From an optimization exercise on the open Yosys and OpenROAD flow, aimed at small area; shortcuts taken in it are not production practice.
The RTL was checked by simulation tests, not by an equivalence proof against the original design.
Power is estimated from default activity; no workload was simulated.

==> flow/design.v <==
module top(
    input clk,
    input morse_in,
    input btn_space,
    input btn_newline,
    input rst_n,
    output tx_pin
);
    reg [7:0] ms_counter;
    wire ms_tick = (ms_counter == 8'd72);
    always @(posedge clk or negedge rst_n) begin
        if (!rst_n) ms_counter <= 8'd0;
        else if (ms_tick) ms_counter <= 8'd0;
        else ms_counter <= {ms_counter[6:0], ~(ms_counter[7] ^ ms_counter[6] ^ ms_counter[5])};
    end
    reg morse_sync_r1, morse_sync_r2, key_prev;
    always @(posedge clk or negedge rst_n) begin
        if (!rst_n) begin
            morse_sync_r1 <= 1'b0;
            morse_sync_r2 <= 1'b0;
            key_prev <= 1'b0;
        end else begin
            morse_sync_r1 <= morse_in;
            morse_sync_r2 <= morse_sync_r1;
            key_prev <= morse_sync_r2;
        end
    end
    wire key_pressed  =  morse_sync_r2 & ~key_prev;
    wire key_released = ~morse_sync_r2 &  key_prev;
    reg [12:0] db3_cnt, db4_cnt;
    reg db3_state, db4_state;
    always @(posedge clk or negedge rst_n) begin
        if (!rst_n) begin
            db3_cnt <= 13'd0;
            db3_state <= 1'b0;
        end else if (btn_space == db3_state) begin
            db3_cnt <= 13'd0;
        end else if (db3_cnt == 13'd311) begin
            db3_state <= btn_space;
            db3_cnt <= 13'd0;
        end else begin
            db3_cnt <= {db3_cnt[11:0], ~(db3_cnt[12] ^ db3_cnt[0])};
        end
    end
    always @(posedge clk or negedge rst_n) begin
        if (!rst_n) begin
            db4_cnt <= 13'd0;
            db4_state <= 1'b0;
        end else if (btn_newline == db4_state) begin
            db4_cnt <= 13'd0;
        end else if (db4_cnt == 13'd311) begin
            db4_state <= btn_newline;
            db4_cnt <= 13'd0;
        end else begin
            db4_cnt <= {db4_cnt[11:0], ~(db4_cnt[12] ^ db4_cnt[0])};
        end
    end
    wire btn3_pressed = ~db3_state;
    wire btn4_pressed = ~db4_state;
    reg btn3_prev, btn4_prev;
    always @(posedge clk) begin
        btn3_prev <= btn3_pressed;
        btn4_prev <= btn4_pressed;
    end
    wire btn3_just_pressed = btn3_pressed & ~btn3_prev;
    wire btn4_just_pressed = btn4_pressed & ~btn4_prev;
    wire manual_backspace_press = btn4_just_pressed &  btn3_pressed;
    wire manual_space_press     = btn3_just_pressed & ~btn4_pressed;
    wire manual_newline_press   = btn4_just_pressed & ~btn3_pressed;
    localparam S_IDLE = 2'd0, S_PRESSED = 2'd1, S_GAP = 2'd2;
    reg [1:0] state;
    reg [10:0] timer;
    reg gap_letter, gap_word;
    reg over50, over199;    
    wire [10:0] timer_inc = {timer[9:0], ~(timer[10] ^ timer[8])};
    wire is_idle    = (state == S_IDLE);
    wire is_pressed = (state == S_PRESSED);
    wire is_gap     = (state == S_GAP);
    wire long_press = is_pressed & ms_tick & (timer == 11'd935);
    wire line_fire  = is_gap & ms_tick & (timer == 11'd158);
    wire gap_line         = is_idle & timer[0];
    wire long_press_clear = is_idle & timer[10];
    wire new_sym   = is_pressed & ~long_press & key_released & over50;
    wire sym_dash  = over199;
    wire enter_pressed = key_pressed & ~is_pressed;
    always @(posedge clk or negedge rst_n) begin
        if (!rst_n) begin
            state <= S_IDLE;
        end else begin
            case (state)
                S_IDLE:    if (key_pressed) state <= S_PRESSED;
                S_PRESSED: if (long_press) state <= S_IDLE;
                           else if (key_released) state <= S_GAP;
                default:   if (line_fire) state <= S_IDLE;
                           else if (key_pressed) state <= S_PRESSED;
            endcase
        end
    end
    always @(posedge clk) begin
        gap_letter <= is_gap & ms_tick & (timer == 11'd442);
        gap_word   <= is_gap & ms_tick & (timer == 11'd1912);
        over50  <= ~enter_pressed & (over50  | (ms_tick & (timer == 11'd39)));
        over199 <= ~enter_pressed & (over199 | (ms_tick & (timer == 11'd1251)));
        case (state)
            S_IDLE: timer <= 11'd0;
            S_PRESSED: begin
                if (long_press) timer <= timer_inc;
                else if (key_released) timer <= 11'd0;
                else if (ms_tick) timer <= timer_inc;
            end
            default: begin
                if (line_fire) timer <= timer_inc;
                else if (key_pressed) timer <= 11'd0;
                else if (ms_tick) timer <= timer_inc;
            end
        endcase
    end
    reg [6:0] symbols;
    wire buf_clear = gap_letter | gap_word | gap_line | manual_backspace_press;
    wire [6:0] sym_base = buf_clear ? 7'd1 : symbols;
    always @(posedge clk or negedge rst_n) begin
        if (!rst_n) symbols <= 7'd1;
        else if (new_sym & ~sym_base[6]) symbols <= {sym_base[5:0], sym_dash};
        else if (buf_clear) symbols <= 7'd1;
    end
    reg [7:0] dec;
    always @(*) begin
        case (symbols)
            7'd5: dec = 8'h41;  
            7'd24: dec = 8'h42;  
            7'd26: dec = 8'h43;  
            7'd12: dec = 8'h44;  
            7'd2: dec = 8'h45;  
            7'd18: dec = 8'h46;  
            7'd14: dec = 8'h47;  
            7'd16: dec = 8'h48;  
            7'd4: dec = 8'h49;  
            7'd23: dec = 8'h4A;  
            7'd13: dec = 8'h4B;  
            7'd20: dec = 8'h4C;  
            7'd7: dec = 8'h4D;  
            7'd6: dec = 8'h4E;  
            7'd15: dec = 8'h4F;  
            7'd22: dec = 8'h50;  
            7'd29: dec = 8'h51;  
            7'd10: dec = 8'h52;  
            7'd8: dec = 8'h53;  
            7'd3: dec = 8'h54;  
            7'd9: dec = 8'h55;  
            7'd17: dec = 8'h56;  
            7'd11: dec = 8'h57;  
            7'd25: dec = 8'h58;  
            7'd27: dec = 8'h59;  
            7'd28: dec = 8'h5A;  
            7'd63: dec = 8'h30;  
            7'd47: dec = 8'h31;  
            7'd39: dec = 8'h32;  
            7'd35: dec = 8'h33;  
            7'd33: dec = 8'h34;  
            7'd32: dec = 8'h35;  
            7'd48: dec = 8'h36;  
            7'd56: dec = 8'h37;  
            7'd60: dec = 8'h38;  
            7'd62: dec = 8'h39;  
            default: dec = 8'h3F;
        endcase
    end
    localparam Q_IDLE = 4'd0, Q_LF = 4'd1, Q_BS1 = 4'd2, Q_BS2 = 4'd3, Q_BS3 = 4'd4,
               Q_CLR1 = 4'd5, Q_CLR2 = 4'd6, Q_CLR3 = 4'd7, Q_CLR4 = 4'd8,
               Q_HOME1 = 4'd9, Q_HOME2 = 4'd10, Q_HOME3 = 4'd11;
    reg [3:0] q;
    reg [3:0] bitpos;
    reg [4:0] bitclk;
    reg [6:0] data;    
    wire uart_free = (bitpos == 4'd1);
    reg [3:0] q_next;
    reg [7:0] seq_char;
    always @(*) begin
        case (q)
            Q_LF:    begin seq_char = 8'h0A; q_next = Q_IDLE;  end
            Q_BS1:   begin seq_char = 8'h08; q_next = Q_BS2;   end
            Q_BS2:   begin seq_char = 8'h20; q_next = Q_BS3;   end
            Q_BS3:   begin seq_char = 8'h08; q_next = Q_IDLE;  end
            Q_CLR1:  begin seq_char = 8'h1B; q_next = Q_CLR2;  end
            Q_CLR2:  begin seq_char = 8'h5B; q_next = Q_CLR3;  end
            Q_CLR3:  begin seq_char = 8'h32; q_next = Q_CLR4;  end
            Q_CLR4:  begin seq_char = 8'h4A; q_next = Q_HOME1; end
            Q_HOME1: begin seq_char = 8'h1B; q_next = Q_HOME2; end
            Q_HOME2: begin seq_char = 8'h5B; q_next = Q_HOME3; end
            Q_HOME3: begin seq_char = 8'h48; q_next = Q_IDLE;  end
            default: begin seq_char = 8'h0A; q_next = Q_IDLE;  end
        endcase
    end
    reg send;
    reg [7:0] send_char;
    reg [3:0] q_upd;
    always @(*) begin
        send = 1'b0;
        send_char = seq_char;
        q_upd = q;
        if (uart_free) begin
            if (q == Q_IDLE) begin
                if (manual_backspace_press) q_upd = Q_BS1;
                else if (long_press_clear) q_upd = Q_CLR1;
                else if (manual_space_press) begin
                    send = 1'b1; send_char = 8'h20;
                end else if (manual_newline_press) begin
                    send = 1'b1; send_char = 8'h0D; q_upd = Q_LF;
                end else if (gap_letter) begin
                    send = 1'b1; send_char = dec;
                end else if (gap_word) begin
                    send = 1'b1; send_char = 8'h20;
                end else if (gap_line) begin
                    send = 1'b1; send_char = 8'h0D; q_upd = Q_LF;
                end
            end else begin
                send = 1'b1;
                q_upd = q_next;
            end
        end
    end
    always @(posedge clk or negedge rst_n) begin
        if (!rst_n) q <= Q_IDLE;
        else q <= q_upd;
    end
    always @(posedge clk) begin
        if (send) data <= send_char[6:0];
    end
    always @(posedge clk or negedge rst_n) begin
        if (!rst_n) bitpos <= 4'd1;
        else if (send) bitpos <= 4'd6;
        else if (bitclk == 5'd9 && !uart_free) bitpos <= bitpos + 4'd1;
    end
    always @(posedge clk) begin
        if (send) bitclk <= 5'd20;
        else bitclk <= (bitclk == 5'd9) ? 5'd0 : {bitclk[3:0], ~(bitclk[4] ^ bitclk[2])};
    end
    assign tx_pin = bitpos[3] ? (bitpos[2:0] != 3'd7 && data[bitpos[2:0]]) : (bitpos != 4'd7);
endmodule
make LEC_CHECK=0 CAP_MARGIN=20 CORE_MARGIN=2 CORE_UTILIZATION=40 SLEW_MARGIN=20 finish   # period 10.0 ns
run.sh (not shown) runs the stock make flow with config.mk's settings and CLKGATE_MAP_FILE= SYNTH_SCRIPT=/design/flow/synth_recipe.tcl, a recipe that flattens the netlist after the stock synthesis.
Change:
--- a/flow/design.v
+++ b/flow/design.v
@@ -26,36 +26,32 @@
         end
     end
     wire key_pressed  =  morse_sync_r2 & ~key_prev;
     wire key_released = ~morse_sync_r2 &  key_prev;
     reg [12:0] db3_cnt, db4_cnt;
+    reg db3_run, db4_run;
     reg db3_state, db4_state;
+    wire db3_diff = btn_space ^ db3_state;
+    wire db4_diff = btn_newline ^ db4_state;
+    wire db3_flip = db3_diff & db3_run & (db3_cnt == 13'd311);
+    wire db4_flip = db4_diff & db4_run & (db4_cnt == 13'd311);
     always @(posedge clk or negedge rst_n) begin
         if (!rst_n) begin
-            db3_cnt <= 13'd0;
+            db3_run <= 1'b0;
             db3_state <= 1'b0;
-        end else if (btn_space == db3_state) begin
-            db3_cnt <= 13'd0;
-        end else if (db3_cnt == 13'd311) begin
-            db3_state <= btn_space;
-            db3_cnt <= 13'd0;
+            db4_run <= 1'b0;
+            db4_state <= 1'b0;
         end else begin
-            db3_cnt <= {db3_cnt[11:0], ~(db3_cnt[12] ^ db3_cnt[0])};
-        end
-    end
-    always @(posedge clk or negedge rst_n) begin
-        if (!rst_n) begin
-            db4_cnt <= 13'd0;
-            db4_state <= 1'b0;
-        end else if (btn_newline == db4_state) begin
-            db4_cnt <= 13'd0;
-        end else if (db4_cnt == 13'd311) begin
-            db4_state <= btn_newline;
-            db4_cnt <= 13'd0;
-        end else begin
-            db4_cnt <= {db4_cnt[11:0], ~(db4_cnt[12] ^ db4_cnt[0])};
-        end
+            db3_run <= db3_diff & ~db3_flip;
+            db3_state <= db3_state ^ db3_flip;
+            db4_run <= db4_diff & ~db4_flip;
+            db4_state <= db4_state ^ db4_flip;
+        end
+    end
+    always @(posedge clk) begin
+        db3_cnt <= db3_run ? {db3_cnt[11:0], ~(db3_cnt[12] ^ db3_cnt[0])} : 13'd1;
+        db4_cnt <= db4_run ? {db4_cnt[11:0], ~(db4_cnt[12] ^ db4_cnt[0])} : 13'd1;
     end
     wire btn3_pressed = ~db3_state;
     wire btn4_pressed = ~db4_state;
     reg btn3_prev, btn4_prev;
     always @(posedge clk) begin
Power rose by 35%.
Count of clock-buffer cells in the layout fell by 2.
Combinational power rose to 4.1 times its value.
Global-route usage fell by 0.47 points.
Clock skew barely changes.
Worst hold slack gets better by 0.0064 ns.
Fmax fell by 0.77%.
Core utilization rose by 1.3 points.
Synthesized cell count barely changes.
Setup slack gets worse by 0.033 ns.
Die area fell by 1.4%.
Clock power rose by about 6%.
Via count fell by 2.2%.

-- separate check: timing with driven ports --
Ports are ideal in the flow. The routed layouts listed here were re-timed in OpenROAD. Step 1 assumes that a clkbuf_16 drives the clock port and a buf_2 every other input. Step 2 moves the port delays by t, midway between the first and last clock arrival at a register: inputs arrive t later, outputs are due t later. That takes back most of the time a late clock gives input paths. a / b / c = no drivers / after step 1 / after step 2; a / b = the first two.
run | shift t [ns] | setup WS [ns] | worst hold slack (ns) | worst slew at a driven data input, ns
the first run | 0.379 | 5.673 / 5.641 / 6.020 | 0.352 / 0.352 / 0.352 | 0.03
the second run | 0.392 | 5.639 / 5.609 / 6.000 | 0.358 / 0.358 / 0.358 | 0.03
After both steps every run listed still meets setup and hold.
